This is an optimization exercise on Yosys and OpenROAD, whose aim is small area and a short achievable clock period, not a production implementation.
Function was checked by simulation only, so behaviour that the tests miss may differ from the original.

<file path="design.v">
`timescale 1ns / 1ps
module fmac (
    input  i_clk,
    input  i_reset_n,
    input  i_sel,
    input  [7:0] i_Act_E,
    input  [15:0][3:0] i_Act_M,
    input  [7:0] i_Weight_E,
    input  [15:0][3:0] i_Weight_M,
    input  [7:0]  i_ACC_E,
    input  [23:0] i_ACC_M,
    output logic [7:0] o_Weight_E,
    output logic [15:0][3:0] o_Weight_M,
    output logic [7:0] o_Act_E,
    output logic [15:0][7:0] o_Act_M,
    output logic [7:0]  o_ACC_E,
    output logic [23:0] o_ACC_M
    );
    wire sg0_1 = i_Act_M[0][3] ^ i_Weight_M[0][3];
    wire nsg0_2 = ~sg0_1;
    wire pp0_3 = i_Act_M[0][0] & i_Weight_M[0][0];
    wire pp0_4 = i_Act_M[0][0] & i_Weight_M[0][1];
    wire pp0_5 = i_Act_M[0][0] & i_Weight_M[0][2];
    wire pp0_6 = i_Act_M[0][1] & i_Weight_M[0][0];
    wire pp0_7 = i_Act_M[0][1] & i_Weight_M[0][1];
    wire pp0_8 = i_Act_M[0][1] & i_Weight_M[0][2];
    wire pp0_9 = i_Act_M[0][2] & i_Weight_M[0][0];
    wire pp0_10 = i_Act_M[0][2] & i_Weight_M[0][1];
    wire pp0_11 = i_Act_M[0][2] & i_Weight_M[0][2];
    wire h12 = pp0_4 ^ pp0_6;
    wire k13 = pp0_4 & pp0_6;
    wire s14 = pp0_5 ^ pp0_7 ^ pp0_9;
    wire c15 = (pp0_5 & pp0_7) | (pp0_9 & (pp0_5 ^ pp0_7));
    wire h16 = k13 ^ s14;
    wire k17 = k13 & s14;
    wire s18 = pp0_8 ^ pp0_10 ^ c15;
    wire c19 = (pp0_8 & pp0_10) | (c15 & (pp0_8 ^ pp0_10));
    wire h20 = k17 ^ s18;
    wire k21 = k17 & s18;
    wire s22 = pp0_11 ^ c19 ^ k21;
    wire c23 = (pp0_11 & c19) | (k21 & (pp0_11 ^ c19));
    wire x0_24 = h12 ^ sg0_1;
    wire x0_25 = h16 ^ sg0_1;
    wire x0_26 = h20 ^ sg0_1;
    wire x0_27 = s22 ^ sg0_1;
    wire x0_28 = c23 ^ sg0_1;
    wire sg1_29 = i_Act_M[1][3] ^ i_Weight_M[1][3];
    wire nsg1_30 = ~sg1_29;
    wire pp1_31 = i_Act_M[1][0] & i_Weight_M[1][0];
    wire pp1_32 = i_Act_M[1][0] & i_Weight_M[1][1];
    wire pp1_33 = i_Act_M[1][0] & i_Weight_M[1][2];
    wire pp1_34 = i_Act_M[1][1] & i_Weight_M[1][0];
    wire pp1_35 = i_Act_M[1][1] & i_Weight_M[1][1];
    wire pp1_36 = i_Act_M[1][1] & i_Weight_M[1][2];
    wire pp1_37 = i_Act_M[1][2] & i_Weight_M[1][0];
    wire pp1_38 = i_Act_M[1][2] & i_Weight_M[1][1];
    wire pp1_39 = i_Act_M[1][2] & i_Weight_M[1][2];
    wire h40 = pp1_32 ^ pp1_34;
    wire k41 = pp1_32 & pp1_34;
    wire s42 = pp1_33 ^ pp1_35 ^ pp1_37;
    wire c43 = (pp1_33 & pp1_35) | (pp1_37 & (pp1_33 ^ pp1_35));
    wire h44 = k41 ^ s42;
    wire k45 = k41 & s42;
    wire s46 = pp1_36 ^ pp1_38 ^ c43;
    wire c47 = (pp1_36 & pp1_38) | (c43 & (pp1_36 ^ pp1_38));
    wire h48 = k45 ^ s46;
    wire k49 = k45 & s46;
    wire s50 = pp1_39 ^ c47 ^ k49;
    wire c51 = (pp1_39 & c47) | (k49 & (pp1_39 ^ c47));
    wire x1_52 = h40 ^ sg1_29;
    wire x1_53 = h44 ^ sg1_29;
    wire x1_54 = h48 ^ sg1_29;
    wire x1_55 = s50 ^ sg1_29;
    wire x1_56 = c51 ^ sg1_29;
    wire sg2_57 = i_Act_M[2][3] ^ i_Weight_M[2][3];
    wire nsg2_58 = ~sg2_57;
    wire pp2_59 = i_Act_M[2][0] & i_Weight_M[2][0];
    wire pp2_60 = i_Act_M[2][0] & i_Weight_M[2][1];
    wire pp2_61 = i_Act_M[2][0] & i_Weight_M[2][2];
    wire pp2_62 = i_Act_M[2][1] & i_Weight_M[2][0];
    wire pp2_63 = i_Act_M[2][1] & i_Weight_M[2][1];
    wire pp2_64 = i_Act_M[2][1] & i_Weight_M[2][2];
    wire pp2_65 = i_Act_M[2][2] & i_Weight_M[2][0];
    wire pp2_66 = i_Act_M[2][2] & i_Weight_M[2][1];
    wire pp2_67 = i_Act_M[2][2] & i_Weight_M[2][2];
    wire h68 = pp2_60 ^ pp2_62;
    wire k69 = pp2_60 & pp2_62;
    wire s70 = pp2_61 ^ pp2_63 ^ pp2_65;
    wire c71 = (pp2_61 & pp2_63) | (pp2_65 & (pp2_61 ^ pp2_63));
    wire h72 = k69 ^ s70;
    wire k73 = k69 & s70;
    wire s74 = pp2_64 ^ pp2_66 ^ c71;
    wire c75 = (pp2_64 & pp2_66) | (c71 & (pp2_64 ^ pp2_66));
    wire h76 = k73 ^ s74;
    wire k77 = k73 & s74;
    wire s78 = pp2_67 ^ c75 ^ k77;
    wire c79 = (pp2_67 & c75) | (k77 & (pp2_67 ^ c75));
    wire x2_80 = h68 ^ sg2_57;
    wire x2_81 = h72 ^ sg2_57;
    wire x2_82 = h76 ^ sg2_57;
    wire x2_83 = s78 ^ sg2_57;
    wire x2_84 = c79 ^ sg2_57;
    wire sg3_85 = i_Act_M[3][3] ^ i_Weight_M[3][3];
    wire nsg3_86 = ~sg3_85;
    wire pp3_87 = i_Act_M[3][0] & i_Weight_M[3][0];
    wire pp3_88 = i_Act_M[3][0] & i_Weight_M[3][1];
    wire pp3_89 = i_Act_M[3][0] & i_Weight_M[3][2];
    wire pp3_90 = i_Act_M[3][1] & i_Weight_M[3][0];
    wire pp3_91 = i_Act_M[3][1] & i_Weight_M[3][1];
    wire pp3_92 = i_Act_M[3][1] & i_Weight_M[3][2];
    wire pp3_93 = i_Act_M[3][2] & i_Weight_M[3][0];
    wire pp3_94 = i_Act_M[3][2] & i_Weight_M[3][1];
    wire pp3_95 = i_Act_M[3][2] & i_Weight_M[3][2];
    wire h96 = pp3_88 ^ pp3_90;
    wire k97 = pp3_88 & pp3_90;
    wire s98 = pp3_89 ^ pp3_91 ^ pp3_93;
    wire c99 = (pp3_89 & pp3_91) | (pp3_93 & (pp3_89 ^ pp3_91));
    wire h100 = k97 ^ s98;
    wire k101 = k97 & s98;
    wire s102 = pp3_92 ^ pp3_94 ^ c99;
    wire c103 = (pp3_92 & pp3_94) | (c99 & (pp3_92 ^ pp3_94));
    wire h104 = k101 ^ s102;
    wire k105 = k101 & s102;
    wire s106 = pp3_95 ^ c103 ^ k105;
    wire c107 = (pp3_95 & c103) | (k105 & (pp3_95 ^ c103));
    wire x3_108 = h96 ^ sg3_85;
    wire x3_109 = h100 ^ sg3_85;
    wire x3_110 = h104 ^ sg3_85;
    wire x3_111 = s106 ^ sg3_85;
    wire x3_112 = c107 ^ sg3_85;
    wire sg4_113 = i_Act_M[4][3] ^ i_Weight_M[4][3];
    wire nsg4_114 = ~sg4_113;
    wire pp4_115 = i_Act_M[4][0] & i_Weight_M[4][0];
    wire pp4_116 = i_Act_M[4][0] & i_Weight_M[4][1];
    wire pp4_117 = i_Act_M[4][0] & i_Weight_M[4][2];
    wire pp4_118 = i_Act_M[4][1] & i_Weight_M[4][0];
    wire pp4_119 = i_Act_M[4][1] & i_Weight_M[4][1];
    wire pp4_120 = i_Act_M[4][1] & i_Weight_M[4][2];
    wire pp4_121 = i_Act_M[4][2] & i_Weight_M[4][0];
    wire pp4_122 = i_Act_M[4][2] & i_Weight_M[4][1];
    wire pp4_123 = i_Act_M[4][2] & i_Weight_M[4][2];
    wire h124 = pp4_116 ^ pp4_118;
    wire k125 = pp4_116 & pp4_118;
    wire s126 = pp4_117 ^ pp4_119 ^ pp4_121;
    wire c127 = (pp4_117 & pp4_119) | (pp4_121 & (pp4_117 ^ pp4_119));
    wire h128 = k125 ^ s126;
    wire k129 = k125 & s126;
    wire s130 = pp4_120 ^ pp4_122 ^ c127;
    wire c131 = (pp4_120 & pp4_122) | (c127 & (pp4_120 ^ pp4_122));
    wire h132 = k129 ^ s130;
    wire k133 = k129 & s130;
    wire s134 = pp4_123 ^ c131 ^ k133;
    wire c135 = (pp4_123 & c131) | (k133 & (pp4_123 ^ c131));
    wire x4_136 = h124 ^ sg4_113;
    wire x4_137 = h128 ^ sg4_113;
    wire x4_138 = h132 ^ sg4_113;
    wire x4_139 = s134 ^ sg4_113;
    wire x4_140 = c135 ^ sg4_113;
    wire sg5_141 = i_Act_M[5][3] ^ i_Weight_M[5][3];
    wire nsg5_142 = ~sg5_141;
    wire pp5_143 = i_Act_M[5][0] & i_Weight_M[5][0];
    wire pp5_144 = i_Act_M[5][0] & i_Weight_M[5][1];
    wire pp5_145 = i_Act_M[5][0] & i_Weight_M[5][2];
    wire pp5_146 = i_Act_M[5][1] & i_Weight_M[5][0];
    wire pp5_147 = i_Act_M[5][1] & i_Weight_M[5][1];
    wire pp5_148 = i_Act_M[5][1] & i_Weight_M[5][2];
    wire pp5_149 = i_Act_M[5][2] & i_Weight_M[5][0];
    wire pp5_150 = i_Act_M[5][2] & i_Weight_M[5][1];
    wire pp5_151 = i_Act_M[5][2] & i_Weight_M[5][2];
    wire h152 = pp5_144 ^ pp5_146;
    wire k153 = pp5_144 & pp5_146;
    wire s154 = pp5_145 ^ pp5_147 ^ pp5_149;
    wire c155 = (pp5_145 & pp5_147) | (pp5_149 & (pp5_145 ^ pp5_147));
    wire h156 = k153 ^ s154;
    wire k157 = k153 & s154;
    wire s158 = pp5_148 ^ pp5_150 ^ c155;
    wire c159 = (pp5_148 & pp5_150) | (c155 & (pp5_148 ^ pp5_150));
    wire h160 = k157 ^ s158;
    wire k161 = k157 & s158;
    wire s162 = pp5_151 ^ c159 ^ k161;
    wire c163 = (pp5_151 & c159) | (k161 & (pp5_151 ^ c159));
    wire x5_164 = h152 ^ sg5_141;
    wire x5_165 = h156 ^ sg5_141;
    wire x5_166 = h160 ^ sg5_141;
    wire x5_167 = s162 ^ sg5_141;
    wire x5_168 = c163 ^ sg5_141;
    wire sg6_169 = i_Act_M[6][3] ^ i_Weight_M[6][3];
    wire nsg6_170 = ~sg6_169;
    wire pp6_171 = i_Act_M[6][0] & i_Weight_M[6][0];
    wire pp6_172 = i_Act_M[6][0] & i_Weight_M[6][1];
    wire pp6_173 = i_Act_M[6][0] & i_Weight_M[6][2];
    wire pp6_174 = i_Act_M[6][1] & i_Weight_M[6][0];
    wire pp6_175 = i_Act_M[6][1] & i_Weight_M[6][1];
    wire pp6_176 = i_Act_M[6][1] & i_Weight_M[6][2];
    wire pp6_177 = i_Act_M[6][2] & i_Weight_M[6][0];
    wire pp6_178 = i_Act_M[6][2] & i_Weight_M[6][1];
    wire pp6_179 = i_Act_M[6][2] & i_Weight_M[6][2];
    wire h180 = pp6_172 ^ pp6_174;
    wire k181 = pp6_172 & pp6_174;
    wire s182 = pp6_173 ^ pp6_175 ^ pp6_177;
    wire c183 = (pp6_173 & pp6_175) | (pp6_177 & (pp6_173 ^ pp6_175));
    wire h184 = k181 ^ s182;
    wire k185 = k181 & s182;
    wire s186 = pp6_176 ^ pp6_178 ^ c183;
    wire c187 = (pp6_176 & pp6_178) | (c183 & (pp6_176 ^ pp6_178));
    wire h188 = k185 ^ s186;
    wire k189 = k185 & s186;
    wire s190 = pp6_179 ^ c187 ^ k189;
    wire c191 = (pp6_179 & c187) | (k189 & (pp6_179 ^ c187));
    wire x6_192 = h180 ^ sg6_169;
    wire x6_193 = h184 ^ sg6_169;
    wire x6_194 = h188 ^ sg6_169;
    wire x6_195 = s190 ^ sg6_169;
    wire x6_196 = c191 ^ sg6_169;
    wire sg7_197 = i_Act_M[7][3] ^ i_Weight_M[7][3];
    wire nsg7_198 = ~sg7_197;
    wire pp7_199 = i_Act_M[7][0] & i_Weight_M[7][0];
    wire pp7_200 = i_Act_M[7][0] & i_Weight_M[7][1];
    wire pp7_201 = i_Act_M[7][0] & i_Weight_M[7][2];
    wire pp7_202 = i_Act_M[7][1] & i_Weight_M[7][0];
    wire pp7_203 = i_Act_M[7][1] & i_Weight_M[7][1];
    wire pp7_204 = i_Act_M[7][1] & i_Weight_M[7][2];
    wire pp7_205 = i_Act_M[7][2] & i_Weight_M[7][0];
    wire pp7_206 = i_Act_M[7][2] & i_Weight_M[7][1];
    wire pp7_207 = i_Act_M[7][2] & i_Weight_M[7][2];
    wire h208 = pp7_200 ^ pp7_202;
    wire k209 = pp7_200 & pp7_202;
    wire s210 = pp7_201 ^ pp7_203 ^ pp7_205;
    wire c211 = (pp7_201 & pp7_203) | (pp7_205 & (pp7_201 ^ pp7_203));
    wire h212 = k209 ^ s210;
    wire k213 = k209 & s210;
    wire s214 = pp7_204 ^ pp7_206 ^ c211;
    wire c215 = (pp7_204 & pp7_206) | (c211 & (pp7_204 ^ pp7_206));
    wire h216 = k213 ^ s214;
    wire k217 = k213 & s214;
    wire s218 = pp7_207 ^ c215 ^ k217;
    wire c219 = (pp7_207 & c215) | (k217 & (pp7_207 ^ c215));
    wire x7_220 = h208 ^ sg7_197;
    wire x7_221 = h212 ^ sg7_197;
    wire x7_222 = h216 ^ sg7_197;
    wire x7_223 = s218 ^ sg7_197;
    wire x7_224 = c219 ^ sg7_197;
    wire sg8_225 = i_Act_M[8][3] ^ i_Weight_M[8][3];
    wire nsg8_226 = ~sg8_225;
    wire pp8_227 = i_Act_M[8][0] & i_Weight_M[8][0];
    wire pp8_228 = i_Act_M[8][0] & i_Weight_M[8][1];
    wire pp8_229 = i_Act_M[8][0] & i_Weight_M[8][2];
    wire pp8_230 = i_Act_M[8][1] & i_Weight_M[8][0];
    wire pp8_231 = i_Act_M[8][1] & i_Weight_M[8][1];
    wire pp8_232 = i_Act_M[8][1] & i_Weight_M[8][2];
    wire pp8_233 = i_Act_M[8][2] & i_Weight_M[8][0];
    wire pp8_234 = i_Act_M[8][2] & i_Weight_M[8][1];
    wire pp8_235 = i_Act_M[8][2] & i_Weight_M[8][2];
    wire h236 = pp8_228 ^ pp8_230;
    wire k237 = pp8_228 & pp8_230;
    wire s238 = pp8_229 ^ pp8_231 ^ pp8_233;
    wire c239 = (pp8_229 & pp8_231) | (pp8_233 & (pp8_229 ^ pp8_231));
    wire h240 = k237 ^ s238;
    wire k241 = k237 & s238;
    wire s242 = pp8_232 ^ pp8_234 ^ c239;
    wire c243 = (pp8_232 & pp8_234) | (c239 & (pp8_232 ^ pp8_234));
    wire h244 = k241 ^ s242;
    wire k245 = k241 & s242;
    wire s246 = pp8_235 ^ c243 ^ k245;
    wire c247 = (pp8_235 & c243) | (k245 & (pp8_235 ^ c243));
    wire x8_248 = h236 ^ sg8_225;
    wire x8_249 = h240 ^ sg8_225;
    wire x8_250 = h244 ^ sg8_225;
    wire x8_251 = s246 ^ sg8_225;
    wire x8_252 = c247 ^ sg8_225;
    wire sg9_253 = i_Act_M[9][3] ^ i_Weight_M[9][3];
    wire nsg9_254 = ~sg9_253;
    wire pp9_255 = i_Act_M[9][0] & i_Weight_M[9][0];
    wire pp9_256 = i_Act_M[9][0] & i_Weight_M[9][1];
    wire pp9_257 = i_Act_M[9][0] & i_Weight_M[9][2];
    wire pp9_258 = i_Act_M[9][1] & i_Weight_M[9][0];
    wire pp9_259 = i_Act_M[9][1] & i_Weight_M[9][1];
    wire pp9_260 = i_Act_M[9][1] & i_Weight_M[9][2];
    wire pp9_261 = i_Act_M[9][2] & i_Weight_M[9][0];
    wire pp9_262 = i_Act_M[9][2] & i_Weight_M[9][1];
    wire pp9_263 = i_Act_M[9][2] & i_Weight_M[9][2];
    wire h264 = pp9_256 ^ pp9_258;
    wire k265 = pp9_256 & pp9_258;
    wire s266 = pp9_257 ^ pp9_259 ^ pp9_261;
    wire c267 = (pp9_257 & pp9_259) | (pp9_261 & (pp9_257 ^ pp9_259));
    wire h268 = k265 ^ s266;
    wire k269 = k265 & s266;
    wire s270 = pp9_260 ^ pp9_262 ^ c267;
    wire c271 = (pp9_260 & pp9_262) | (c267 & (pp9_260 ^ pp9_262));
    wire h272 = k269 ^ s270;
    wire k273 = k269 & s270;
    wire s274 = pp9_263 ^ c271 ^ k273;
    wire c275 = (pp9_263 & c271) | (k273 & (pp9_263 ^ c271));
    wire x9_276 = h264 ^ sg9_253;
    wire x9_277 = h268 ^ sg9_253;
    wire x9_278 = h272 ^ sg9_253;
    wire x9_279 = s274 ^ sg9_253;
    wire x9_280 = c275 ^ sg9_253;
    wire sg10_281 = i_Act_M[10][3] ^ i_Weight_M[10][3];
    wire nsg10_282 = ~sg10_281;
    wire pp10_283 = i_Act_M[10][0] & i_Weight_M[10][0];
    wire pp10_284 = i_Act_M[10][0] & i_Weight_M[10][1];
    wire pp10_285 = i_Act_M[10][0] & i_Weight_M[10][2];
    wire pp10_286 = i_Act_M[10][1] & i_Weight_M[10][0];
    wire pp10_287 = i_Act_M[10][1] & i_Weight_M[10][1];
    wire pp10_288 = i_Act_M[10][1] & i_Weight_M[10][2];
    wire pp10_289 = i_Act_M[10][2] & i_Weight_M[10][0];
    wire pp10_290 = i_Act_M[10][2] & i_Weight_M[10][1];
    wire pp10_291 = i_Act_M[10][2] & i_Weight_M[10][2];
    wire h292 = pp10_284 ^ pp10_286;
    wire k293 = pp10_284 & pp10_286;
    wire s294 = pp10_285 ^ pp10_287 ^ pp10_289;
    wire c295 = (pp10_285 & pp10_287) | (pp10_289 & (pp10_285 ^ pp10_287));
    wire h296 = k293 ^ s294;
    wire k297 = k293 & s294;
    wire s298 = pp10_288 ^ pp10_290 ^ c295;
    wire c299 = (pp10_288 & pp10_290) | (c295 & (pp10_288 ^ pp10_290));
    wire h300 = k297 ^ s298;
    wire k301 = k297 & s298;
    wire s302 = pp10_291 ^ c299 ^ k301;
    wire c303 = (pp10_291 & c299) | (k301 & (pp10_291 ^ c299));
    wire x10_304 = h292 ^ sg10_281;
    wire x10_305 = h296 ^ sg10_281;
    wire x10_306 = h300 ^ sg10_281;
    wire x10_307 = s302 ^ sg10_281;
    wire x10_308 = c303 ^ sg10_281;
    wire sg11_309 = i_Act_M[11][3] ^ i_Weight_M[11][3];
    wire nsg11_310 = ~sg11_309;
    wire pp11_311 = i_Act_M[11][0] & i_Weight_M[11][0];
    wire pp11_312 = i_Act_M[11][0] & i_Weight_M[11][1];
    wire pp11_313 = i_Act_M[11][0] & i_Weight_M[11][2];
    wire pp11_314 = i_Act_M[11][1] & i_Weight_M[11][0];
    wire pp11_315 = i_Act_M[11][1] & i_Weight_M[11][1];
    wire pp11_316 = i_Act_M[11][1] & i_Weight_M[11][2];
    wire pp11_317 = i_Act_M[11][2] & i_Weight_M[11][0];
    wire pp11_318 = i_Act_M[11][2] & i_Weight_M[11][1];
    wire pp11_319 = i_Act_M[11][2] & i_Weight_M[11][2];
    wire h320 = pp11_312 ^ pp11_314;
    wire k321 = pp11_312 & pp11_314;
    wire s322 = pp11_313 ^ pp11_315 ^ pp11_317;
    wire c323 = (pp11_313 & pp11_315) | (pp11_317 & (pp11_313 ^ pp11_315));
    wire h324 = k321 ^ s322;
    wire k325 = k321 & s322;
    wire s326 = pp11_316 ^ pp11_318 ^ c323;
    wire c327 = (pp11_316 & pp11_318) | (c323 & (pp11_316 ^ pp11_318));
    wire h328 = k325 ^ s326;
    wire k329 = k325 & s326;
    wire s330 = pp11_319 ^ c327 ^ k329;
    wire c331 = (pp11_319 & c327) | (k329 & (pp11_319 ^ c327));
    wire x11_332 = h320 ^ sg11_309;
    wire x11_333 = h324 ^ sg11_309;
    wire x11_334 = h328 ^ sg11_309;
    wire x11_335 = s330 ^ sg11_309;
    wire x11_336 = c331 ^ sg11_309;
    wire sg12_337 = i_Act_M[12][3] ^ i_Weight_M[12][3];
    wire nsg12_338 = ~sg12_337;
    wire pp12_339 = i_Act_M[12][0] & i_Weight_M[12][0];
    wire pp12_340 = i_Act_M[12][0] & i_Weight_M[12][1];
    wire pp12_341 = i_Act_M[12][0] & i_Weight_M[12][2];
    wire pp12_342 = i_Act_M[12][1] & i_Weight_M[12][0];
    wire pp12_343 = i_Act_M[12][1] & i_Weight_M[12][1];
    wire pp12_344 = i_Act_M[12][1] & i_Weight_M[12][2];
    wire pp12_345 = i_Act_M[12][2] & i_Weight_M[12][0];
    wire pp12_346 = i_Act_M[12][2] & i_Weight_M[12][1];
    wire pp12_347 = i_Act_M[12][2] & i_Weight_M[12][2];
    wire h348 = pp12_340 ^ pp12_342;
    wire k349 = pp12_340 & pp12_342;
    wire s350 = pp12_341 ^ pp12_343 ^ pp12_345;
    wire c351 = (pp12_341 & pp12_343) | (pp12_345 & (pp12_341 ^ pp12_343));
    wire h352 = k349 ^ s350;
    wire k353 = k349 & s350;
    wire s354 = pp12_344 ^ pp12_346 ^ c351;
    wire c355 = (pp12_344 & pp12_346) | (c351 & (pp12_344 ^ pp12_346));
    wire h356 = k353 ^ s354;
    wire k357 = k353 & s354;
    wire s358 = pp12_347 ^ c355 ^ k357;
    wire c359 = (pp12_347 & c355) | (k357 & (pp12_347 ^ c355));
    wire x12_360 = h348 ^ sg12_337;
    wire x12_361 = h352 ^ sg12_337;
    wire x12_362 = h356 ^ sg12_337;
    wire x12_363 = s358 ^ sg12_337;
    wire x12_364 = c359 ^ sg12_337;
    wire sg13_365 = i_Act_M[13][3] ^ i_Weight_M[13][3];
    wire nsg13_366 = ~sg13_365;
    wire pp13_367 = i_Act_M[13][0] & i_Weight_M[13][0];
    wire pp13_368 = i_Act_M[13][0] & i_Weight_M[13][1];
    wire pp13_369 = i_Act_M[13][0] & i_Weight_M[13][2];
    wire pp13_370 = i_Act_M[13][1] & i_Weight_M[13][0];
    wire pp13_371 = i_Act_M[13][1] & i_Weight_M[13][1];
    wire pp13_372 = i_Act_M[13][1] & i_Weight_M[13][2];
    wire pp13_373 = i_Act_M[13][2] & i_Weight_M[13][0];
    wire pp13_374 = i_Act_M[13][2] & i_Weight_M[13][1];
    wire pp13_375 = i_Act_M[13][2] & i_Weight_M[13][2];
    wire h376 = pp13_368 ^ pp13_370;
    wire k377 = pp13_368 & pp13_370;
    wire s378 = pp13_369 ^ pp13_371 ^ pp13_373;
    wire c379 = (pp13_369 & pp13_371) | (pp13_373 & (pp13_369 ^ pp13_371));
    wire h380 = k377 ^ s378;
    wire k381 = k377 & s378;
    wire s382 = pp13_372 ^ pp13_374 ^ c379;
    wire c383 = (pp13_372 & pp13_374) | (c379 & (pp13_372 ^ pp13_374));
    wire h384 = k381 ^ s382;
    wire k385 = k381 & s382;
    wire s386 = pp13_375 ^ c383 ^ k385;
    wire c387 = (pp13_375 & c383) | (k385 & (pp13_375 ^ c383));
    wire x13_388 = h376 ^ sg13_365;
    wire x13_389 = h380 ^ sg13_365;
    wire x13_390 = h384 ^ sg13_365;
    wire x13_391 = s386 ^ sg13_365;
    wire x13_392 = c387 ^ sg13_365;
    wire sg14_393 = i_Act_M[14][3] ^ i_Weight_M[14][3];
    wire nsg14_394 = ~sg14_393;
    wire pp14_395 = i_Act_M[14][0] & i_Weight_M[14][0];
    wire pp14_396 = i_Act_M[14][0] & i_Weight_M[14][1];
    wire pp14_397 = i_Act_M[14][0] & i_Weight_M[14][2];
    wire pp14_398 = i_Act_M[14][1] & i_Weight_M[14][0];
    wire pp14_399 = i_Act_M[14][1] & i_Weight_M[14][1];
    wire pp14_400 = i_Act_M[14][1] & i_Weight_M[14][2];
    wire pp14_401 = i_Act_M[14][2] & i_Weight_M[14][0];
    wire pp14_402 = i_Act_M[14][2] & i_Weight_M[14][1];
    wire pp14_403 = i_Act_M[14][2] & i_Weight_M[14][2];
    wire h404 = pp14_396 ^ pp14_398;
    wire k405 = pp14_396 & pp14_398;
    wire s406 = pp14_397 ^ pp14_399 ^ pp14_401;
    wire c407 = (pp14_397 & pp14_399) | (pp14_401 & (pp14_397 ^ pp14_399));
    wire h408 = k405 ^ s406;
    wire k409 = k405 & s406;
    wire s410 = pp14_400 ^ pp14_402 ^ c407;
    wire c411 = (pp14_400 & pp14_402) | (c407 & (pp14_400 ^ pp14_402));
    wire h412 = k409 ^ s410;
    wire k413 = k409 & s410;
    wire s414 = pp14_403 ^ c411 ^ k413;
    wire c415 = (pp14_403 & c411) | (k413 & (pp14_403 ^ c411));
    wire x14_416 = h404 ^ sg14_393;
    wire x14_417 = h408 ^ sg14_393;
    wire x14_418 = h412 ^ sg14_393;
    wire x14_419 = s414 ^ sg14_393;
    wire x14_420 = c415 ^ sg14_393;
    wire sg15_421 = i_Act_M[15][3] ^ i_Weight_M[15][3];
    wire nsg15_422 = ~sg15_421;
    wire pp15_423 = i_Act_M[15][0] & i_Weight_M[15][0];
    wire pp15_424 = i_Act_M[15][0] & i_Weight_M[15][1];
    wire pp15_425 = i_Act_M[15][0] & i_Weight_M[15][2];
    wire pp15_426 = i_Act_M[15][1] & i_Weight_M[15][0];
    wire pp15_427 = i_Act_M[15][1] & i_Weight_M[15][1];
    wire pp15_428 = i_Act_M[15][1] & i_Weight_M[15][2];
    wire pp15_429 = i_Act_M[15][2] & i_Weight_M[15][0];
    wire pp15_430 = i_Act_M[15][2] & i_Weight_M[15][1];
    wire pp15_431 = i_Act_M[15][2] & i_Weight_M[15][2];
    wire h432 = pp15_424 ^ pp15_426;
    wire k433 = pp15_424 & pp15_426;
    wire s434 = pp15_425 ^ pp15_427 ^ pp15_429;
    wire c435 = (pp15_425 & pp15_427) | (pp15_429 & (pp15_425 ^ pp15_427));
    wire h436 = k433 ^ s434;
    wire k437 = k433 & s434;
    wire s438 = pp15_428 ^ pp15_430 ^ c435;
    wire c439 = (pp15_428 & pp15_430) | (c435 & (pp15_428 ^ pp15_430));
    wire h440 = k437 ^ s438;
    wire k441 = k437 & s438;
    wire s442 = pp15_431 ^ c439 ^ k441;
    wire c443 = (pp15_431 & c439) | (k441 & (pp15_431 ^ c439));
    wire x15_444 = h432 ^ sg15_421;
    wire x15_445 = h436 ^ sg15_421;
    wire x15_446 = h440 ^ sg15_421;
    wire x15_447 = s442 ^ sg15_421;
    wire x15_448 = c443 ^ sg15_421;
    wire q449 = ~(pp0_3 ^ pp1_31);
    wire o450 = pp0_3 | pp1_31;
    wire s451 = pp2_59 ^ pp3_87 ^ pp4_115;
    wire c452 = (pp2_59 & pp3_87) | (pp4_115 & (pp2_59 ^ pp3_87));
    wire s453 = pp5_143 ^ pp6_171 ^ pp7_199;
    wire c454 = (pp5_143 & pp6_171) | (pp7_199 & (pp5_143 ^ pp6_171));
    wire s455 = pp8_227 ^ pp9_255 ^ pp10_283;
    wire c456 = (pp8_227 & pp9_255) | (pp10_283 & (pp8_227 ^ pp9_255));
    wire s457 = pp11_311 ^ pp12_339 ^ pp13_367;
    wire c458 = (pp11_311 & pp12_339) | (pp13_367 & (pp11_311 ^ pp12_339));
    wire s459 = pp14_395 ^ pp15_423 ^ q449;
    wire c460 = (pp14_395 & pp15_423) | (q449 & (pp14_395 ^ pp15_423));
    wire s461 = s451 ^ s453 ^ s455;
    wire c462 = (s451 & s453) | (s455 & (s451 ^ s453));
    wire s463 = s457 ^ s459 ^ s461;
    wire c464 = (s457 & s459) | (s461 & (s457 ^ s459));
    wire q465 = ~((sg0_1 & ~pp0_3) ^ (sg1_29 & ~pp1_31));
    wire o466 = (sg0_1 & ~pp0_3) | (sg1_29 & ~pp1_31);
    wire s467 = (sg2_57 & ~pp2_59) ^ (sg3_85 & ~pp3_87) ^ (sg4_113 & ~pp4_115);
    wire c468 = ((sg2_57 & ~pp2_59) & (sg3_85 & ~pp3_87)) | ((sg4_113 & ~pp4_115) & ((sg2_57 & ~pp2_59) ^ (sg3_85 & ~pp3_87)));
    wire s469 = (sg5_141 & ~pp5_143) ^ (sg6_169 & ~pp6_171) ^ (sg7_197 & ~pp7_199);
    wire c470 = ((sg5_141 & ~pp5_143) & (sg6_169 & ~pp6_171)) | ((sg7_197 & ~pp7_199) & ((sg5_141 & ~pp5_143) ^ (sg6_169 & ~pp6_171)));
    wire s471 = (sg8_225 & ~pp8_227) ^ (sg9_253 & ~pp9_255) ^ (sg10_281 & ~pp10_283);
    wire c472 = ((sg8_225 & ~pp8_227) & (sg9_253 & ~pp9_255)) | ((sg10_281 & ~pp10_283) & ((sg8_225 & ~pp8_227) ^ (sg9_253 & ~pp9_255)));
    wire s473 = (sg11_309 & ~pp11_311) ^ (sg12_337 & ~pp12_339) ^ (sg13_365 & ~pp13_367);
    wire c474 = ((sg11_309 & ~pp11_311) & (sg12_337 & ~pp12_339)) | ((sg13_365 & ~pp13_367) & ((sg11_309 & ~pp11_311) ^ (sg12_337 & ~pp12_339)));
    wire s475 = (sg14_393 & ~pp14_395) ^ (sg15_421 & ~pp15_423) ^ o450;
    wire c476 = ((sg14_393 & ~pp14_395) & (sg15_421 & ~pp15_423)) | (o450 & ((sg14_393 & ~pp14_395) ^ (sg15_421 & ~pp15_423)));
    wire s477 = c452 ^ c454 ^ c456;
    wire c478 = (c452 & c454) | (c456 & (c452 ^ c454));
    wire s479 = c458 ^ q465 ^ x0_24;
    wire c480 = (c458 & q465) | (x0_24 & (c458 ^ q465));
    wire s481 = x1_52 ^ x2_80 ^ x3_108;
    wire c482 = (x1_52 & x2_80) | (x3_108 & (x1_52 ^ x2_80));
    wire s483 = x4_136 ^ x5_164 ^ x6_192;
    wire c484 = (x4_136 & x5_164) | (x6_192 & (x4_136 ^ x5_164));
    wire s485 = x7_220 ^ x8_248 ^ x9_276;
    wire c486 = (x7_220 & x8_248) | (x9_276 & (x7_220 ^ x8_248));
    wire s487 = x10_304 ^ x11_332 ^ x12_360;
    wire c488 = (x10_304 & x11_332) | (x12_360 & (x10_304 ^ x11_332));
    wire s489 = x13_388 ^ x14_416 ^ x15_444;
    wire c490 = (x13_388 & x14_416) | (x15_444 & (x13_388 ^ x14_416));
    wire s491 = s467 ^ s469 ^ s471;
    wire c492 = (s467 & s469) | (s471 & (s467 ^ s469));
    wire s493 = s473 ^ c460 ^ s475;
    wire c494 = (s473 & c460) | (s475 & (s473 ^ c460));
    wire s495 = c462 ^ s477 ^ s479;
    wire c496 = (c462 & s477) | (s479 & (c462 ^ s477));
    wire s497 = s481 ^ s483 ^ s485;
    wire c498 = (s481 & s483) | (s485 & (s481 ^ s483));
    wire s499 = s487 ^ s489 ^ s491;
    wire c500 = (s487 & s489) | (s491 & (s487 ^ s489));
    wire s501 = s493 ^ c464 ^ s495;
    wire c502 = (s493 & c464) | (s495 & (s493 ^ c464));
    wire s503 = s497 ^ s499 ^ s501;
    wire c504 = (s497 & s499) | (s501 & (s497 ^ s499));
    wire q505 = ~(o466 ^ c468);
    wire o506 = o466 | c468;
    wire s507 = c470 ^ c472 ^ c474;
    wire c508 = (c470 & c472) | (c474 & (c470 ^ c472));
    wire s509 = c476 ^ q505 ^ c478;
    wire c510 = (c476 & q505) | (c478 & (c476 ^ q505));
    wire s511 = c480 ^ c482 ^ c484;
    wire c512 = (c480 & c482) | (c484 & (c480 ^ c482));
    wire s513 = c486 ^ c488 ^ c490;
    wire c514 = (c486 & c488) | (c490 & (c486 ^ c488));
    wire s515 = x0_25 ^ x1_53 ^ x2_81;
    wire c516 = (x0_25 & x1_53) | (x2_81 & (x0_25 ^ x1_53));
    wire s517 = x3_109 ^ x4_137 ^ x5_165;
    wire c518 = (x3_109 & x4_137) | (x5_165 & (x3_109 ^ x4_137));
    wire s519 = x6_193 ^ x7_221 ^ x8_249;
    wire c520 = (x6_193 & x7_221) | (x8_249 & (x6_193 ^ x7_221));
    wire s521 = x9_277 ^ x10_305 ^ x11_333;
    wire c522 = (x9_277 & x10_305) | (x11_333 & (x9_277 ^ x10_305));
    wire s523 = x12_361 ^ x13_389 ^ x14_417;
    wire c524 = (x12_361 & x13_389) | (x14_417 & (x12_361 ^ x13_389));
    wire s525 = x15_445 ^ c492 ^ s507;
    wire c526 = (x15_445 & c492) | (s507 & (x15_445 ^ c492));
    wire s527 = c494 ^ s509 ^ s511;
    wire c528 = (c494 & s509) | (s511 & (c494 ^ s509));
    wire s529 = s513 ^ c496 ^ c498;
    wire c530 = (s513 & c496) | (c498 & (s513 ^ c496));
    wire s531 = s515 ^ s517 ^ s519;
    wire c532 = (s515 & s517) | (s519 & (s515 ^ s517));
    wire s533 = s521 ^ s523 ^ s525;
    wire c534 = (s521 & s523) | (s525 & (s521 ^ s523));
    wire s535 = c500 ^ c502 ^ s527;
    wire c536 = (c500 & c502) | (s527 & (c500 ^ c502));
    wire s537 = s529 ^ s531 ^ s533;
    wire c538 = (s529 & s531) | (s533 & (s529 ^ s531));
    wire s539 = c504 ^ s535 ^ s537;
    wire c540 = (c504 & s535) | (s537 & (c504 ^ s535));
    wire q541 = ~(o506 ^ c508);
    wire o542 = o506 | c508;
    wire s543 = c510 ^ q541 ^ c512;
    wire c544 = (c510 & q541) | (c512 & (c510 ^ q541));
    wire s545 = c514 ^ x0_26 ^ x1_54;
    wire c546 = (c514 & x0_26) | (x1_54 & (c514 ^ x0_26));
    wire s547 = x2_82 ^ x3_110 ^ x4_138;
    wire c548 = (x2_82 & x3_110) | (x4_138 & (x2_82 ^ x3_110));
    wire s549 = x5_166 ^ x6_194 ^ x7_222;
    wire c550 = (x5_166 & x6_194) | (x7_222 & (x5_166 ^ x6_194));
    wire s551 = x8_250 ^ x9_278 ^ x10_306;
    wire c552 = (x8_250 & x9_278) | (x10_306 & (x8_250 ^ x9_278));
    wire s553 = x11_334 ^ x12_362 ^ x13_390;
    wire c554 = (x11_334 & x12_362) | (x13_390 & (x11_334 ^ x12_362));
    wire s555 = x14_418 ^ x15_446 ^ c516;
    wire c556 = (x14_418 & x15_446) | (c516 & (x14_418 ^ x15_446));
    wire s557 = c518 ^ c520 ^ c522;
    wire c558 = (c518 & c520) | (c522 & (c518 ^ c520));
    wire s559 = c524 ^ c526 ^ s543;
    wire c560 = (c524 & c526) | (s543 & (c524 ^ c526));
    wire s561 = c528 ^ c530 ^ c532;
    wire c562 = (c528 & c530) | (c532 & (c528 ^ c530));
    wire s563 = s545 ^ s547 ^ s549;
    wire c564 = (s545 & s547) | (s549 & (s545 ^ s547));
    wire s565 = s551 ^ s553 ^ s555;
    wire c566 = (s551 & s553) | (s555 & (s551 ^ s553));
    wire s567 = s557 ^ c534 ^ c536;
    wire c568 = (s557 & c534) | (c536 & (s557 ^ c534));
    wire s569 = s559 ^ s561 ^ s563;
    wire c570 = (s559 & s561) | (s563 & (s559 ^ s561));
    wire s571 = s565 ^ c538 ^ s567;
    wire c572 = (s565 & c538) | (s567 & (s565 ^ c538));
    wire s573 = s569 ^ c540 ^ s571;
    wire c574 = (s569 & c540) | (s571 & (s569 ^ c540));
    wire q575 = ~(o542 ^ c544);
    wire o576 = o542 | c544;
    wire s577 = x0_27 ^ x1_55 ^ x2_83;
    wire c578 = (x0_27 & x1_55) | (x2_83 & (x0_27 ^ x1_55));
    wire s579 = x3_111 ^ x4_139 ^ x5_167;
    wire c580 = (x3_111 & x4_139) | (x5_167 & (x3_111 ^ x4_139));
    wire s581 = x6_195 ^ x7_223 ^ x8_251;
    wire c582 = (x6_195 & x7_223) | (x8_251 & (x6_195 ^ x7_223));
    wire s583 = x9_279 ^ x10_307 ^ x11_335;
    wire c584 = (x9_279 & x10_307) | (x11_335 & (x9_279 ^ x10_307));
    wire s585 = x12_363 ^ x13_391 ^ x14_419;
    wire c586 = (x12_363 & x13_391) | (x14_419 & (x12_363 ^ x13_391));
    wire s587 = x15_447 ^ c546 ^ c548;
    wire c588 = (x15_447 & c546) | (c548 & (x15_447 ^ c546));
    wire s589 = c550 ^ c552 ^ c554;
    wire c590 = (c550 & c552) | (c554 & (c550 ^ c552));
    wire s591 = c556 ^ c558 ^ q575;
    wire c592 = (c556 & c558) | (q575 & (c556 ^ c558));
    wire s593 = c560 ^ s577 ^ s579;
    wire c594 = (c560 & s577) | (s579 & (c560 ^ s577));
    wire s595 = s581 ^ s583 ^ s585;
    wire c596 = (s581 & s583) | (s585 & (s581 ^ s583));
    wire s597 = c562 ^ c564 ^ c566;
    wire c598 = (c562 & c564) | (c566 & (c562 ^ c564));
    wire s599 = s587 ^ s589 ^ s591;
    wire c600 = (s587 & s589) | (s591 & (s587 ^ s589));
    wire s601 = c568 ^ s593 ^ s595;
    wire c602 = (c568 & s593) | (s595 & (c568 ^ s593));
    wire s603 = c570 ^ s597 ^ s599;
    wire c604 = (c570 & s597) | (s599 & (c570 ^ s597));
    wire s605 = c572 ^ s601 ^ s603;
    wire c606 = (c572 & s601) | (s603 & (c572 ^ s601));
    wire q607 = ~(x0_28 ^ x1_56);
    wire o608 = x0_28 | x1_56;
    wire s609 = x2_84 ^ x3_112 ^ x4_140;
    wire c610 = (x2_84 & x3_112) | (x4_140 & (x2_84 ^ x3_112));
    wire s611 = x5_168 ^ x6_196 ^ x7_224;
    wire c612 = (x5_168 & x6_196) | (x7_224 & (x5_168 ^ x6_196));
    wire s613 = x8_252 ^ x9_280 ^ x10_308;
    wire c614 = (x8_252 & x9_280) | (x10_308 & (x8_252 ^ x9_280));
    wire s615 = x11_336 ^ x12_364 ^ x13_392;
    wire c616 = (x11_336 & x12_364) | (x13_392 & (x11_336 ^ x12_364));
    wire s617 = x14_420 ^ x15_448 ^ o576;
    wire c618 = (x14_420 & x15_448) | (o576 & (x14_420 ^ x15_448));
    wire s619 = q607 ^ c578 ^ c580;
    wire c620 = (q607 & c578) | (c580 & (q607 ^ c578));
    wire s621 = c582 ^ c584 ^ c586;
    wire c622 = (c582 & c584) | (c586 & (c582 ^ c584));
    wire s623 = s609 ^ s611 ^ s613;
    wire c624 = (s609 & s611) | (s613 & (s609 ^ s611));
    wire s625 = s615 ^ c588 ^ c590;
    wire c626 = (s615 & c588) | (c590 & (s615 ^ c588));
    wire s627 = c592 ^ s617 ^ c594;
    wire c628 = (c592 & s617) | (c594 & (c592 ^ s617));
    wire s629 = c596 ^ s619 ^ s621;
    wire c630 = (c596 & s619) | (s621 & (c596 ^ s619));
    wire s631 = s623 ^ c598 ^ s625;
    wire c632 = (s623 & c598) | (s625 & (s623 ^ c598));
    wire s633 = c600 ^ c602 ^ s627;
    wire c634 = (c600 & c602) | (s627 & (c600 ^ c602));
    wire s635 = s629 ^ s631 ^ c604;
    wire c636 = (s629 & s631) | (c604 & (s629 ^ s631));
    wire s637 = s633 ^ c606 ^ s635;
    wire c638 = (s633 & c606) | (s635 & (s633 ^ c606));
    wire q639 = ~(nsg0_2 ^ nsg1_30);
    wire o640 = nsg0_2 | nsg1_30;
    wire s641 = nsg2_58 ^ nsg3_86 ^ nsg4_114;
    wire c642 = (nsg2_58 & nsg3_86) | (nsg4_114 & (nsg2_58 ^ nsg3_86));
    wire s643 = nsg5_142 ^ nsg6_170 ^ nsg7_198;
    wire c644 = (nsg5_142 & nsg6_170) | (nsg7_198 & (nsg5_142 ^ nsg6_170));
    wire s645 = nsg8_226 ^ nsg9_254 ^ nsg10_282;
    wire c646 = (nsg8_226 & nsg9_254) | (nsg10_282 & (nsg8_226 ^ nsg9_254));
    wire s647 = nsg11_310 ^ nsg12_338 ^ nsg13_366;
    wire c648 = (nsg11_310 & nsg12_338) | (nsg13_366 & (nsg11_310 ^ nsg12_338));
    wire s649 = nsg14_394 ^ nsg15_422 ^ q639;
    wire c650 = (nsg14_394 & nsg15_422) | (q639 & (nsg14_394 ^ nsg15_422));
    wire s651 = s641 ^ s643 ^ s645;
    wire c652 = (s641 & s643) | (s645 & (s641 ^ s643));
    wire s653 = s647 ^ s649 ^ s651;
    wire c654 = (s647 & s649) | (s651 & (s647 ^ s649));
    wire s655 = s653 ^ o608 ^ c610;
    wire c656 = (s653 & o608) | (c610 & (s653 ^ o608));
    wire s657 = c612 ^ c614 ^ c616;
    wire c658 = (c612 & c614) | (c616 & (c612 ^ c614));
    wire s659 = c618 ^ c620 ^ c622;
    wire c660 = (c618 & c620) | (c622 & (c618 ^ c620));
    wire s661 = c624 ^ s655 ^ s657;
    wire c662 = (c624 & s655) | (s657 & (c624 ^ s655));
    wire s663 = c626 ^ c628 ^ c630;
    wire c664 = (c626 & c628) | (c630 & (c626 ^ c628));
    wire s665 = s659 ^ s661 ^ c632;
    wire c666 = (s659 & s661) | (c632 & (s659 ^ s661));
    wire s667 = c634 ^ s663 ^ s665;
    wire c668 = (c634 & s663) | (s665 & (c634 ^ s663));
    wire s669 = c636 ^ s667 ^ c638;
    wire c670 = (c636 & s667) | (c638 & (c636 ^ s667));
    wire q671 = ~(o640 ^ c642);
    wire o672 = o640 | c642;
    wire s673 = c644 ^ c646 ^ c648;
    wire c674 = (c644 & c646) | (c648 & (c644 ^ c646));
    wire s675 = c650 ^ q671 ^ c652;
    wire c676 = (c650 & q671) | (c652 & (c650 ^ q671));
    wire s677 = s673 ^ s675 ^ c654;
    wire c678 = (s673 & s675) | (c654 & (s673 ^ s675));
    wire s679 = s677 ^ c656 ^ c658;
    wire c680 = (s677 & c656) | (c658 & (s677 ^ c656));
    wire s681 = c660 ^ c662 ^ s679;
    wire c682 = (c660 & c662) | (s679 & (c660 ^ c662));
    wire s683 = c664 ^ s681 ^ c666;
    wire c684 = (c664 & s681) | (c666 & (c664 ^ s681));
    wire s685 = c668 ^ s683 ^ c670;
    wire c686 = (c668 & s683) | (c670 & (c668 ^ s683));
    wire q687 = ~(o672 ^ c674);
    wire o688 = o672 | c674;
    wire s689 = q687 ^ c676 ^ c678;
    wire c690 = (q687 & c676) | (c678 & (q687 ^ c676));
    wire s691 = s689 ^ c680 ^ c682;
    wire c692 = (s689 & c680) | (c682 & (s689 ^ c680));
    wire s693 = s691 ^ c684 ^ c686;
    wire c694 = (s691 & c684) | (c686 & (s691 ^ c684));
    wire q695 = ~(o688 ^ c690);
    wire o696 = o688 | c690;
    wire s697 = q695 ^ c692 ^ c694;
    wire c698 = (q695 & c692) | (c694 & (q695 ^ c692));
    wire [10:0] X = {o696, s697, s693, s685, s669, s637, c574, s573, s539, s503, s463};
    wire [10:0] Y = {c698, 1'b0, 1'b0, 1'b0, 1'b0, 1'b0, s605, 1'b0, 1'b0, 1'b0, 1'b0};
    wire [10:0] cg = X & Y;
    wire [10:0] cp = X ^ Y;
    wire gg699 = cg[1] | (cp[1] & cg[0]);
    wire gp700 = cp[1] & cp[0];
    wire gg701 = cg[2] | (cp[2] & cg[1]);
    wire gp702 = cp[2] & cp[1];
    wire gg703 = cg[3] | (cp[3] & cg[2]);
    wire gp704 = cp[3] & cp[2];
    wire gg705 = cg[4] | (cp[4] & cg[3]);
    wire gp706 = cp[4] & cp[3];
    wire gg707 = cg[5] | (cp[5] & cg[4]);
    wire gp708 = cp[5] & cp[4];
    wire gg709 = cg[6] | (cp[6] & cg[5]);
    wire gp710 = cp[6] & cp[5];
    wire gg711 = cg[7] | (cp[7] & cg[6]);
    wire gp712 = cp[7] & cp[6];
    wire gg713 = cg[8] | (cp[8] & cg[7]);
    wire gp714 = cp[8] & cp[7];
    wire gg715 = cg[9] | (cp[9] & cg[8]);
    wire gp716 = cp[9] & cp[8];
    wire gg717 = cg[10] | (cp[10] & cg[9]);
    wire gp718 = cp[10] & cp[9];
    wire gg719 = gg701 | (gp702 & cg[0]);
    wire gp720 = gp702 & cp[0];
    wire gg721 = gg703 | (gp704 & gg699);
    wire gp722 = gp704 & gp700;
    wire gg723 = gg705 | (gp706 & gg701);
    wire gp724 = gp706 & gp702;
    wire gg725 = gg707 | (gp708 & gg703);
    wire gp726 = gp708 & gp704;
    wire gg727 = gg709 | (gp710 & gg705);
    wire gp728 = gp710 & gp706;
    wire gg729 = gg711 | (gp712 & gg707);
    wire gp730 = gp712 & gp708;
    wire gg731 = gg713 | (gp714 & gg709);
    wire gp732 = gp714 & gp710;
    wire gg733 = gg715 | (gp716 & gg711);
    wire gp734 = gp716 & gp712;
    wire gg735 = gg717 | (gp718 & gg713);
    wire gp736 = gp718 & gp714;
    wire gg737 = gg723 | (gp724 & cg[0]);
    wire gp738 = gp724 & cp[0];
    wire gg739 = gg725 | (gp726 & gg699);
    wire gp740 = gp726 & gp700;
    wire gg741 = gg727 | (gp728 & gg719);
    wire gp742 = gp728 & gp720;
    wire gg743 = gg729 | (gp730 & gg721);
    wire gp744 = gp730 & gp722;
    wire gg745 = gg731 | (gp732 & gg723);
    wire gp746 = gp732 & gp724;
    wire gg747 = gg733 | (gp734 & gg725);
    wire gp748 = gp734 & gp726;
    wire gg749 = gg735 | (gp736 & gg727);
    wire gp750 = gp736 & gp728;
    wire gg751 = gg745 | (gp746 & cg[0]);
    wire gp752 = gp746 & cp[0];
    wire gg753 = gg747 | (gp748 & gg699);
    wire gp754 = gp748 & gp700;
    wire gg755 = gg749 | (gp750 & gg719);
    wire gp756 = gp750 & gp720;
    wire [10:0] T = {(cp[10] ^ gg753), (cp[9] ^ gg751), (cp[8] ^ gg743), (cp[7] ^ gg741), (cp[6] ^ gg739), (cp[5] ^ gg737), (cp[4] ^ gg721), (cp[3] ^ gg719), (cp[2] ^ gg699), (cp[1] ^ cg[0]), (cp[0])};
    wire [10:0] U = {(cp[10] ^ (gg753 | gp754)), (cp[9] ^ (gg751 | gp752)), (cp[8] ^ (gg743 | gp744)), (cp[7] ^ (gg741 | gp742)), (cp[6] ^ (gg739 | gp740)), (cp[5] ^ (gg737 | gp738)), (cp[4] ^ (gg721 | gp722)), (cp[3] ^ (gg719 | gp720)), (cp[2] ^ (gg699 | gp700)), (cp[1] ^ (cg[0] | cp[0])), (~cp[0])};
    wire       sgn  = U[10];
    wire [9:0] mag  = sgn ? ~T[9:0] : U[9:0];
    wire       zero = &(X ^ Y);                 
    function automatic [3:0] lzc10(input [9:0] v);
        lzc10 = 4'd9;
        for (int k = 0; k < 10; k = k + 1)
            if (v[k]) lzc10 = 4'(9 - k);
    endfunction
    wire [3:0] lz_p = lzc10(U[9:0]);
    wire [3:0] lz_n = lzc10(~T[9:0]);
    wire [3:0] lz   = sgn ? lz_n : lz_p;
    wire [9:0] m4 = mag << lz;
    wire [8:0] e   = {1'b0, i_Act_E} + {1'b0, i_Weight_E};
    wire [9:0] e3  = {1'b0, e} + 10'd3;
    wire [5:0] eh  = e3[9:4];
    wire [5:0] ehm = e3[9:4] - 6'd1;
    wire [4:0] xl  = {1'b0, e3[3:0]} - {1'b0, lz};
    wire       bw  = xl[4];
    wire [7:0] xe  = {bw ? ehm[3:0] : eh[3:0], xl[3:0]};
    wire       lo15 = &xl[3:0];
    wire       ovf0 = (eh  >= 6'd16) | ((eh  == 6'd15) & lo15);
    wire       ovf1 = (ehm >= 6'd16) & (eh != 6'd0) | ((ehm == 6'd15) & lo15);
    wire       ovf = bw ? ovf1 : ovf0;                
    wire       unf = bw & (eh == 6'd0);               
    wire [9:0] fu  = mag << e[2:0];                   
    logic [7:0]  fp_exp;
    logic [23:0] fp_man;
    always_comb begin
        if (zero) begin
            fp_exp = e[7:0];
            fp_man = 24'd0;
        end else if (ovf) begin
            fp_exp = 8'hFF;
            fp_man = 24'd0;
        end else if (unf) begin
            fp_exp = 8'd0;
            fp_man = {sgn, fu, 13'd0};
        end else begin
            fp_exp = xe;
            fp_man = {sgn, m4[8:0], 1'b0, 13'd0};
        end
    end
    always_ff @ (posedge i_clk or negedge i_reset_n) begin
        if (~i_reset_n) begin
            o_Act_E    <= 0;
            o_Weight_E <= 0;
            o_ACC_E    <= 0;
            o_ACC_M    <= 0;
            o_Act_M    <= 0;
            o_Weight_M <= 0;
        end else begin
            o_Act_E    <= i_Act_E;
            o_Weight_E <= i_Weight_E;
            o_ACC_E    <= fp_exp;
            o_ACC_M    <= fp_man;
            for (int j = 0; j < 16; j = j + 1) begin
                o_Act_M[j]    <= {4'd0, i_Act_M[j]};
                o_Weight_M[j] <= i_Weight_M[j];
            end
        end
    end
endmodule
module fmac_top (
    input          i_clk,
    input          i_reset_n,
    input          i_sel,
    input  [7:0]   i_Act_E,
    input  [63:0]  i_Act_M,
    input  [7:0]   i_Weight_E,
    input  [63:0]  i_Weight_M,
    input  [7:0]   i_ACC_E,
    input  [23:0]  i_ACC_M,
    output [7:0]   o_Weight_E,
    output [63:0]  o_Weight_M,
    output [7:0]   o_Act_E,
    output [127:0] o_Act_M,
    output [7:0]   o_ACC_E,
    output [23:0]  o_ACC_M
);
    fmac u_fmac (
        .i_clk      (i_clk),
        .i_reset_n  (i_reset_n),
        .i_sel      (i_sel),
        .i_Act_E    (i_Act_E),
        .i_Act_M    (i_Act_M),
        .i_Weight_E (i_Weight_E),
        .i_Weight_M (i_Weight_M),
        .i_ACC_E    (i_ACC_E),
        .i_ACC_M    (i_ACC_M),
        .o_Weight_E (o_Weight_E),
        .o_Weight_M (o_Weight_M),
        .o_Act_E    (o_Act_E),
        .o_Act_M    (o_Act_M),
        .o_ACC_E    (o_ACC_E),
        .o_ACC_M    (o_ACC_M)
    );
endmodule
</file>
<file path="flow/run.sh">
#!/bin/bash
# Own layout flow: the standard ORFS flow, with two changes:
#  - synthesis leaves adders to ABC (no full/half-adder cell extraction),
#  - port buffers use the smallest buffer cell.
set -euo pipefail
bash standard.sh ADDER_MAP_FILE= \
  "BUFFER_PORTS_ARGS=-buffer_cell sky130_fd_sc_hd__buf_1" \
  finish > run_flow.log 2>&1
</file>
<file path="standard.sh">
#!/bin/bash
# synth_recipe.tcl (not shown) runs the flow's synth.tcl, then flattens the netlist and writes it again
# the make line also repeats each setting of config.mk as NAME=value (left out here)
make -C /OpenROAD-flow-scripts/flow DESIGN_CONFIG=/design/flow/config.mk WORK_HOME=/design/flow/orfs CLKGATE_MAP_FILE= SYNTH_SCRIPT=/design/flow/synth_recipe.tcl "${@:-finish}"
</file>
<file path="config.mk">
export PLATFORM = sky130hd
export DESIGN_NAME = fmac_top
export DESIGN_NICKNAME = fmac_top
export VERILOG_FILES = /design/flow/design.v
export SDC_FILE = /design/flow/constraint.sdc
export NUM_CORES = 4
export LEC_CHECK = 0
export ABC_AREA = 1
export CAP_MARGIN = 20
export CORE_MARGIN = 2
export CORE_UTILIZATION = 40
export SLEW_MARGIN = 20
</file>
<file path="constraint.sdc">
create_clock -name core_clock -period 18.0 [get_ports {i_clk}]
set_input_delay 3.6000 -clock core_clock [delete_from_list [all_inputs] [get_ports {i_clk}]]
set_output_delay 3.6000 -clock core_clock [all_outputs]
set_load 0.01 [all_outputs]
</file>
==> run summary, run 1 <==
- Cell variety after synth: 53
- DR vias/cell: 4.76
- Worst stage delay on the critical path: 500 ps
- Iteration-0 DRC count of the detailed router: 800
- Dominant synthesized flop cell: dfrtp_1
- CTS Root Buffer Type: clkbuf_16
- Critical Path AT: 9750 ps
- Mapped Cells: 2684
- Fmax: 106 MHz
- Post-synth top area share: 29.0%
- WL/cell: 12.1 microns
- Core Region: 38700 sq um
- CTS tree: done
- #FFs+latches synth: 163
- CP required: 18350 ps
- Sequential Area: 4080 sq um
- Layout cell share with drive strength beyond 1: 5.77%
- DIE HEIGHT: 202 microns
- # diodes: 0
- Initial antenna violation count: 0
- RSZ-0062 raised after global routing: no
- CP most frequent cell: nand2_1
- CTS Buffer Depth: 2
- DP Wirelength: 36200 microns
- Vias in the first global route: 14800
- Antenna Nets Post-Route: 0
- Max_cap viols: 0
- First-pass GRT wire length: 69100 microns
- Ports: 419
- Vias: 16800
- CTS Sinks: 163
- Slew HR: 37.4%
- Combined area of the multi-input logic cells: 10100 sq um
- Cell taking the most area after synthesis: nand2_1
- Num CTS Buffers: 17
- Met2 WL: 19200 microns
- Area contributors post-synth: nand2_1 (29%), dfrtp_1 (26%), nand3_1 (8.5%), inv_1 (7.4%), buf_4 (3.8%)
- Hold buffers post-CTS: 0
- Mapped Area: 15700 sq um
- Die Wd: 202 microns
- EDFF count, synth: 0
- Fin crit share: 52.3%
- Clk slew on worst S/H paths: 70 ps
- GP Congestion: 0.880
- CP Max Fanout: 20
- Post-CTS Setup Repair Bufs: 0
- Worst slew pin tran: 940 ps
- Synth cell count leaders: nand2_1 (1215), inv_1 (308), nand3_1 (268), dfrtp_1 (163), nor2_1 (153)
- Drt drc: 0
- Final setup TNS: 0 ps
- Yosys warnings: 1
- # resized after CTS: 0
- Final Setup Violations: 0
- Post-synth ARST share: 100%
- GRT overflow: 0
- Final Hold Fails: 0
- CP Class: input port to flip-flop
- GRT Total Usage: 20.8%
- Status: no timing/DRC/antenna violations
- Final setup margin: 8590 ps
- Place WS: 8250 ps
- Pre-antenna DRT Iters: 6
- Largest net degree at the start of global routing: 77
- Num rows: 72
- Min Tclk post-route: 9410 ps
- Nets: 3183
- DIE AREA: 40900 sq um
- Wl on met1: 20300 microns
- Routed WL: 42900 microns
- Slowest cell on crit path: nand3b_1
- DR top layer: met4
- Mean Syn Cell Area: 5.85 sq um
- Most common cell in the netlist: nand2_1
- DR WL met3: 2740 microns
- Filler cell count: 4144
- CP Launch Type: input port
- Crit end category: flip-flop
- H-tree depth: 4
- Post-synthesis sequential area ratio: 26.0%
- Synth-to-Final Area Change: 13.3%
- Initial Util: 40.6%
- Hold crit path type: input port to async pin
- Port Buf Inserts: 308
- Slew Limit Fails: 0
[flip-flops by register name (all words and copies together), names as in the netlist]
signal and count:
u_fmac.o_ACC_M 11, u_fmac.o_ACC_E 8, u_fmac.o_Act_M 64, u_fmac.o_Weight_M 64, u_fmac.o_Act_E 8, u_fmac.o_Weight_E 8
[path summary, 6_finish.rpt]
check	slack (ps)	cells past startpoint	to	from
hold / removal	3050	1	u_fmac.o_Act_M[48]	i_reset_n
setup / recovery	8590	43	u_fmac.o_ACC_M[15]	i_Weight_M[37]
max in group asynchronous	13690	2	u_fmac.o_Act_M[104]	i_reset_n
min in group core_clock	3270	1	u_fmac.o_Act_M[3]	i_Act_M[3]
[cells by family (layout without fill, tap and decap cells)]
kind of cell	after synthesis	in the layout	share of synthesized area, %
AND/OR/NAND/NOR	1808	1808	49.2
buffers and inverters	415	672	11.9
AO/OA/AOI/OAI	215	215	8.06
flip-flops	163	163	26.0
XOR/XNOR	77	77	4.53
adder cells (fa/ha/maj)	5	5	0.326
other	1	77	0.0239
[metrics by stage]
stage / cell area, sq um / instances / utilization (%) / hold slack (ps)
final: 17800 / 3535 / 46.0 / 3050
after global routing: 17800 / 3535 / 46.0 / 3040
after CTS: 17800 / 3535 / 46.0 / 3020
after detailed placement: 17200 / 3503 / 44.4 / 3540
after global placement: 17200 / 3503 / 44.4 / 3550
after floorplan: 16000 / 2760 / - / 3300
[layout make-up]
class                           count  area share (%)
Sequential cell                   163            22.9
Clock inverter                     15            1.02
Multi-Input combinational cell   2182            56.5
Inverter                          330            6.99
Timing Repair Buffer              310            6.60
Tap cell                          518            3.64
Clock buffer                       17            2.39
[worst max-delay path: cells and delay by family]
kind | cells | cell delay (ps)
simple gates | 35 | 4390
buf+inv | 4 | 360
compound gates | 3 | 1050
xor+xnor | 1 | 300
[layout by cell type, fill, tap and decap left out, types with 21 or more instances in the layout]
cell type	n
nand2_2	47
nor2_1	153
buf_1	307
a21oi_1	42
nand2_1	1215
nand3_1	268
o21ai_1	23
nand4_1	21
conb_1	77
o21ai_0	91
inv_1	308
xor2_1	55
nand3b_1	31
dfrtp_1	163
[per-layer routing]
metal / vias to the layer above / global-route usage, %
met5: - / 0
met4: 0 / 5.45
met3: 35 / 4.21
met2: 412 / 34.9
met1: 7474 / 27.3
li1: 8891 / -
==> run 2: changes to the inputs <==
==> flow/run.sh (replaced) <==
#!/bin/bash
# Own layout flow: the standard ORFS flow (standard.sh) with three changes:
#  - synthesis leaves adders to ABC (no full/half-adder cell extraction),
#  - port buffers use the smallest buffer cell,
#  - timing repair aims at a setup slack margin of 9.5 ns.
# Each tool's full output stays in orfs/logs/; make's output in run_flow.log.
set -euo pipefail
bash standard.sh ADDER_MAP_FILE= \
  "BUFFER_PORTS_ARGS=-buffer_cell sky130_fd_sc_hd__buf_1" \
  SETUP_SLACK_MARGIN=9.5 finish > run_flow.log 2>&1
--- a/config.mk
+++ b/config.mk
@@ -10,3 +10,4 @@
 export CORE_MARGIN = 2
 export CORE_UTILIZATION = 40
+export CTS_BUF_LIST = sky130_fd_sc_hd__clkbuf_8
 export SLEW_MARGIN = 20
==> run 2 against run 1 <==
Still clean on timing, DRC and antenna. Count of clock-buffer cells in the layout stayed put. Cell count is 3.2% higher. Routed wire length is 11% higher. Sequential share of layout area is 3.9 points lower. Die area stayed put. Synthesized cell count stayed put. Critical path depth is 4 higher. Utilization is 9.4 points higher. Hold slack worse by 77 ps. Via count is 5.4% higher. Critical path type unchanged. Critical endpoint is now u_fmac.o_ACC_E[0]. Largest cell class unchanged. Highest routed layer unchanged.
==> run summary, run 2 <==
- Clk slew on worst S/H paths: 90 ps
- Worst stage delay on the critical path: 420 ps
- RSZ-0062 raised after global routing: yes
- Placed cell areas: 17200 sq um
- Commonest cells after routing, fill and taps aside: nand2_1 (967), inv_1 (276), nand2_2 (217), buf_1 (199), nand3_1 (175)
- Num rows: 72
- Cell taking the most area after synthesis: nand2_1
- Cell variety after synth: 53
- Worst slew pin tran: 941 ps
- EDFF count, synth: 0
- Nets: 3293
- H-tree depth: 4
- Drt drc: 0
- CP required: 18470 ps
- CP Class: input port to flip-flop
- Fin crit share: 46.8%
- Area contributors post-synth: nand2_1 (29%), dfrtp_1 (26%), nand3_1 (8.5%), inv_1 (7.4%), buf_4 (3.8%)
- CTS Sinks: 163
- Routed WL: 47700 microns
- Final Util: 55.4%
- Largest net degree at the start of global routing: 77
- Yosys warnings: 1
- Synth cell count leaders: nand2_1 (1215), inv_1 (308), nand3_1 (268), dfrtp_1 (163), nor2_1 (153)
- CTS Root Buffer Type: clkbuf_8
- Antenna Nets Post-Route: 0
- Vias: 17700
- Status: no timing/DRC/antenna violations
- Slew Limit Fails: 0
- GP Congestion: 0.880
- Layout cell share with drive strength beyond 1: 29.0%
- Slowest cell on crit path: maj3_4
- Initial antenna violation count: 1
- Port Buf Inserts: 308
- Slew HR: 37.2%
- First-pass GRT wire length: 69700 microns
- CP Launch Type: input port
- Min Tclk post-route: 8420 ps
- Crit path max-delay family: simple AND/OR/NAND/NOR gates
- Critical Path AT: 8890 ps
- Final setup TNS: 0 ps
- Crit end category: flip-flop
- DIE HEIGHT: 202 microns
- Vias in the first global route: 15000
- Mean Syn Cell Area: 5.85 sq um
- Mapped Area: 15700 sq um
- Post-synth top area share: 29.0%
- Num CTS Buffers: 17
- Design area: 21400 sq um
- Ports: 419
- Hold crit path type: input port to async pin
- GRT overflow: 0
- CP Max Fanout: 7
- Synth-to-Final Area Change: 36.5%
- Final Setup Violations: 0
- CTS tree: done
- GRT Total Usage: 21.0%
- CP most frequent cell: nand2_4
- Pre-antenna DRT Iters: 7
- Dominant synthesized flop cell: dfrtp_1
- Largest regs: u_fmac.o_Act_M x64, u_fmac.o_Weight_M x64, u_fmac.o_ACC_M x11
- DP Wirelength: 36200 microns
- Fmax: 119 MHz
- Mapped Cells: 2684
- Final Hold Fails: 0
- CTS Buffer Depth: 2
- DR vias/cell: 4.86
- WHS: 2970 ps
- Core Region: 38700 sq um
- Die Wd: 202 microns
- Post-synth ARST share: 100%
- Max_cap viols: 0
- Most common cell in the netlist: nand2_1
- #FFs+latches synth: 163
- WL/cell: 13.1 microns
- Iteration-0 DRC count of the detailed router: 755
- DIE AREA: 40900 sq um
- Initial Util: 40.6%
- Post-synthesis sequential area ratio: 26.0%
- Buf+Inv Stages, Crit Path: 5
- Most common cell after layout, fill and taps aside: nand2_1
[run 2: cell counts after synthesis]
Identical to the previous run, type by type.
[run 2: worst max-delay path by stage]
stage              startpoint                  to  depth (start not counted)
4_1_cts           i_Act_M[28]   u_fmac.o_ACC_E[0]                         51
2_1_floorplan  i_Weight_M[55]  u_fmac.o_ACC_M[19]                         44
5_1_grt        i_Weight_M[23]   u_fmac.o_ACC_E[4]                         49
6_report          i_Act_M[40]   u_fmac.o_ACC_E[0]                         47
3_5_place_dp   i_Weight_M[37]  u_fmac.o_ACC_M[15]                         43
3_3_place_gp   i_Weight_M[36]  u_fmac.o_ACC_M[14]                         46
[run 2: kinds of logic (layout without fill, tap and decap cells)]
kind of cell	Yosys count	count (layout)	share of synthesized area, %
AND/OR/NAND/NOR	1808	1812	49.2
other	1	79	0.0239
AO/OA/AOI/OAI	215	215	8.06
XOR/XNOR	77	77	4.53
flip-flops	163	163	26.0
buffers and inverters	415	778	11.9
adder cells (fa/ha/maj)	5	5	0.326
[run 2: layer usage]
metal,global-route usage [%],up-vias,share of wire [%]
met2,34.8,457,48
li1,-,9109,-
met4,6.44,0,1.7
met1,27.5,8099,45
met3,4.42,47,5.7
met5,0,-,0
[run 2: metrics by stage]
| step | instances | setup slack, ps |
|---|---|---|
| after global routing | 3647 | 9260 |
| after CTS | 3543 | 9500 |
| after floorplan | 2760 | 10030 |
| final | 3647 | 9580 |
| after global placement | 3503 | 8340 |
| after detailed placement | 3503 | 8250 |
[run 2: timing repair]
item	4_1_cts	5_1_grt
setup buffers	7	98
cloned	1	4
setup endpoints to repair	19	19
hold buffers	0	0
pin swaps	7	190
gates resized for setup	42	860
[run 2: final cells by class]
type | count | area [sq um]
Fill cell | 3858 | 17300
Timing Repair Buffer | 416 | 2190
Sequential cell | 163 | 4080
Inverter | 330 | 1270
Antenna cell | 2 | 5.00
Clock buffer | 17 | 234
Multi-Input combinational cell | 2186 | 12800
Tap cell | 518 | 648
Clock inverter | 15 | 181

==> afterwards: timing with drivers on the ports <==
The flow's constraints put no driver on any port. The routed layouts listed below were extracted and timed again, unchanged, in two steps. Step 1, drivers: a clkbuf_16 drives i_clk and a buf_2 each remaining input, both assumed. Step 2 moves the port delays by t, midway between the first and last clock arrival at a register: inputs arrive t later, outputs are due t later. That takes back most of the time a late clock gives input paths. Slacks: ideal ports / drivers / drivers and shift; pairs: ideal ports / drivers.
| run | t (ns) | setup slack, ns | hold slack, ns | worst data-port slew with drivers (ns) | cell pins on the clock port's net |
|---|---|---|---|---|---|
| run 1 | 0.517 | 8.595 / 8.622 / 8.105 | 3.050 / 3.019 / 3.536 | 0.07 | 1 |
| run 2 | 0.586 | 9.576 / 9.595 / 9.009 | 2.972 / 2.940 / 3.526 | 0.06 | 1 |
After both steps setup and hold are still met in every run listed. The setup slack of run 2, which loses most, moves by +0.019 ns with the drivers and by -0.567 ns with both steps.
